Source: an optimization exercise on an open RTL-to-GDS flow (aim: small area, a short achievable clock period and few clock cycles). Production flows keep margins and buffers that such runs may drop. In this exercise RTL edits were held to simulation tests only and were not proved equivalent to the original.

==> flow/design.v (outline; a module is shown in full before it is edited, if it fits) <==
// module abs_diff_7: 7 lines
// module abs_diff_9: 7 lines
// module abs_val_8: 5 lines
// module quadrant: 11 lines
// module polar_to_cartesian: 74 lines
// module calc_abs7rtan_00_75_15: 21 lines
// module find_min_5_vals_cascading: 26 lines
// module calc_r_y_theta: 27 lines
// module orientation_math: 175 lines
// module path_math: 124 lines
// module ptc_mag: 25 lines
// module pm_ptc_products: 731 lines
// module pm_deltas: 351 lines
// module pm_compare: 1382 lines
// module pm_distance: 725 lines
// module pm_abs: 106 lines
module path_math
    (input [11:0] location,  
     input [11:0] target,  
     input [4:0] current_orientation,  
     input clock,
     input enable,
     input reset,
     output reg done,
     output [4:0] needed_orientation,  
     output [11:0] move_command);
  // ...
==> flow/run.sh <==
#!/bin/bash
# synth_recipe.tcl (not shown) runs the flow's synth.tcl, then flattens the netlist and writes it again
# the make line also repeats each setting of config.mk as NAME=value (left out here)
make -C /OpenROAD-flow-scripts/flow DESIGN_CONFIG=/design/flow/config.mk WORK_HOME=/design/flow/orfs CLKGATE_MAP_FILE= SYNTH_SCRIPT=/design/flow/synth_recipe.tcl finish
==> flow/config.mk <==
export PLATFORM = sky130hd
export DESIGN_NAME = path_math
export DESIGN_NICKNAME = path_math
export VERILOG_FILES = /design/flow/design.v
export SDC_FILE = /design/flow/constraint.sdc
export NUM_CORES = 4
export LEC_CHECK = 0
export ABC_CLOCK_PERIOD_IN_PS = 6000
export CAP_MARGIN = 20
export CORE_MARGIN = 2
export CORE_UTILIZATION = 40
export SETUP_SLACK_MARGIN = 4
export SLEW_MARGIN = 20
==> flow/constraint.sdc <==
create_clock -name core_clock -period 12.0 [get_ports {clock}]
set_input_delay 2.4000 -clock core_clock [delete_from_list [all_inputs] [get_ports {clock}]]
set_output_delay 2.4000 -clock core_clock [all_outputs]
set_load 0.01 [all_outputs]
==> flow_summary.yaml, run 1 <==
final_layout:
  area_dominant_class: "multi-input gates"
  multiInputGateArea_mm2: 0.01183
  fin_nets: 2179
  layout-drive-gt1-share_pct: 8.882
  diodes: 0
  inv_count: 319
placement:
  dpl.hpwl_um: 28730
  gp_congestion: 0.8977
  portBuffers: 49
min_path:
  hold_depth: 2
synth:
  avgSynthCellArea_um2: 8.706
  synth_top_area_share_pct: 28.37
  ys_top_cells_by_count: "ha_1 (322), inv_1 (315), fa_1 (126)"
  synth_flop_cell: "edfxtp_1"
grt:
  overflow: 0
  grt_pass1_wl_um: 59760
  use_met2_pct: 35.99
setup_path:
  timing.critical_path.buf_inv: 6
  crit_end: "ex[7]$_DFF_P_"
  r2r_setup_slack_ns: 4.37
outcome:
  status: "complete, no violations"
sta:
  slew_viol_final: 0
  relSlewSlack_pct: 32.56
drt:
  antenna_left: 0
floorplanning:
  dieWidth_um: 192.4
  core-area_mm2: 0.03522
Testbench counts, summed over its fixed seeds: cycles 32,000.
==> run 2: changes to the inputs <==
--- a/flow/config.mk
+++ b/flow/config.mk
@@ -6,8 +6,8 @@
 export NUM_CORES = 4
 export LEC_CHECK = 0
 export ABC_CLOCK_PERIOD_IN_PS = 6000
-export CAP_MARGIN = 20
+export CAP_MARGIN = 5
 export CORE_MARGIN = 2
 export CORE_UTILIZATION = 40
 export SETUP_SLACK_MARGIN = 4
-export SLEW_MARGIN = 20
+export SLEW_MARGIN = 5
==> flow_summary.yaml, run 2 <==
final_layout:
  fin_nets: 2179
  areaGrowthSynthToFinish_pct: 11.88
  fin_cells: 2161
  diodes: 0
  layout_commonest_cell: "ha_1"
  layout-drive-gt1-share_pct: 8.882
  top_regs: "dy (9), ex (9), ry (8)"
  final_cell_mix: "ha_1 (316), inv_1 (307), fa_1 (120)"
floorplanning:
  dieWidth_um: 192.4
  pin_count: 50
  core-area_mm2: 0.03522
  die-area_mm2: 0.03702
  rows: 69
  die_h_um: 192.4
  initial_core_util_pct: 40.31
outcome:
  status: "complete, no violations"
drt:
  drt_iter0_drc: 610
  drc: 0
  num_vias: 11659
  firstDrtPassIters: 6
  vias_per_cell: 5.395
  wl_per_cell_um: 16.49
  antenna_left: 0
  drt-total-wl_um: 35640
grt:
  grt_pass1_wl_um: 59760
  grt_max_degree: 29
  antenna_found_initial: 0
  grt_usage_pct: 19.91
  overflow: 0
  grt_pass1_vias: 11634
sta:
  slew_viol_final: 0
  hold_slack_ns: 0.4980
  rsz0062_at_grt: "false"
  tightest_slew_ns: 1.012
  max_freq_ghz: 0.1273
  finalCriticalPeriod_ns: 7.858
  setup_violations: 0
  relSlewSlack_pct: 32.56
  post-route-period-util_pct: 65.49
  setup_tns_ns: 0
  finalHoldViolations: 0
  skew_ns: 0.006042
clocking:
  cts_hold_buffers: 0
  tritoncts: "built"
  htreeDepth: 2
  insertion_delay_ns: 0.29
  path_clk_slew_ns: 0.07
  numCtsBuffers: 5
  clockRootBuffer: "clkbuf_16"
  cts_num_sinks: 48
  cts_buffer_depth: 2
synth:
  synth_warnings: 2
  synthesis.area_mm2: 0.01420
  synth_top_area_share_pct: 28.37
  synth_flop_cell: "edfxtp_1"
  yosysSeqAreaShare_pct: 8.670
  synth_cell_types: 80
  synth_edf_count: 27
  synth_most_common_cell: "ha_1"
  netlist_instances: 1631
  synthArstFlopShare_pct: 0
  synth_top_area_cell: "ha_1"
  synth-seq-cells: 48
  synth_nets: 2111
  ys_top_cells_by_count: "ha_1 (322), inv_1 (315), fa_1 (126)"
  synth_area_leaders: "ha_1 (28%), fa_1 (18%), inv_1 (8.3%)"
  avgSynthCellArea_um2: 8.706
setup_path:
  critical_path_class: "input port to register"
  cpPeakStageDelay_ns: 0.55
  worstSetupEndpointType: "register"
  critPathTopFamily: "adder cells"
  startpoint_type: "input port"
  r2r_setup_slack_ns: 4.37
  crit_required_ns: 12.22
  timing.critical_path.buf_inv: 6
  path_max_fanout: 10
  crit_top_cell: "fa_1"
  cpMaxStageDelayCell: "fa_2"
  arrival_ns: 8.08
placement:
  gp_congestion: 0.8977
  portBuffers: 49
  dpl.hpwl_um: 28730
  placedCellCount: 2116
flow_run:
  maxCapViolations: 0
min_path:
  hold_class: "register to register"
==> run 2: cell counts after synthesis <==
No cell type changed its count.
==> run 2: layer usage <==
metal | vias up | share of wire [%] | global-route usage [%]
li1 | 5726 | - | -
met1 | 5605 | 45 | 25.75
met2 | 277 | 50 | 35.99
met3 | 51 | 3.6 | 1.637
met4 | 0 | 1.9 | 4.404
met5 | - | 0 | 0
==> run 2: kinds of logic (layout without fill, tap and decap cells) <==
| family | count (synthesis) | in the layout | synth area share, % |
|---|---|---|---|
| buffers and inverters | 355 | 424 | 9.640 |
| DFF | 48 | 48 | 8.670 |
| AOI/OAI and AO/OA | 376 | 376 | 17.31 |
| adders and majority gates | 453 | 453 | 46.51 |
| xor gates and xnor gates | 106 | 106 | 7.014 |
| muxes | 11 | 11 | 0.8899 |
| and+or+nand+nor | 282 | 282 | 9.975 |
==> run 2: cell type report <==
cell class	instances	area, µm²
Clock buffer	7	155.1
Clock inverter	1	5.005
Inverter	319	1230
Timing Repair Buffer	97	854.6
Tap cell	461	576.8
Sequential cell	48	1240
Multi-Input combinational cell	1228	11830
Fill cell	3499	19340
==> run 2: metrics by stage <==
step | area, µm² | setup slack (ns) | util [%]
after CTS | 15600 | 3.997 | 44.30
after floorplan | 14200 | 4.079 | -
final | 15890 | 4.142 | 45.10
after global placement | 15180 | 3.167 | 43.11
after detailed placement | 15180 | 3.122 | 43.11
after global routing | 15890 | 3.967 | 45.10
==> run 2: path summary, 6_finish.rpt <==
kind / from / endpoint / cells past startpoint
max reg2reg: ex[0]$_DFF_P_ / r_c45$_DFFE_PP_ / 33
min: done$_SDFFE_PP0P_ / done$_SDFFE_PP0P_ / 2
min reg2reg: done$_SDFFE_PP0P_ / done$_SDFFE_PP0P_ / 2
max: target[5] / ex[7]$_DFF_P_ / 27
==> run 2: worst register-to-register path, delay by kind of cell, from the launching register on <==
family / cells / cell delay (ns)
buffers and inverters: 6 / 0.63
DFF: 1 / 0.37
AOI/OAI and AO/OA: 10 / 1.29
and+or+nand+nor: 2 / 0.46
adders and majority gates: 12 / 4.17
xor gates and xnor gates: 3 / 0.48
==> run 2: what timing repair did <==
item,CTS,global route
endpoints found under the setup margin,17,18
cloned,1,0
pin swaps,11,19
buffers inserted,12,24
gates resized for setup,53,69

port drivers added, routing unchanged:
The results above use ideal ports. As a check the final layouts listed here were re-extracted and re-timed, cells and wires unchanged. Step 1 sets driving cells, clkbuf_16 on the clock port and buf_2 on the other inputs (assumed; they add their load-dependent delay and slew). Step 2 also shifts input and output timing later by t, the mid clock arrival at the registers, as if the neighbouring blocks saw the same clock. Three values: no drivers, after step 1, after step 2; two values: the first two.
run	t, ns	slack for setup (ns)	worst setup path after step 2	worst register clock-pin slew, ns	cell pins on the clock port's net
run 1	0.331	4.142 / 4.160 / 3.830	input to register	0.07 / 0.07	1
run 2	0.331	4.142 / 4.160 / 3.830	input to register	0.07 / 0.07	1
After both steps every run listed still meets setup and hold.
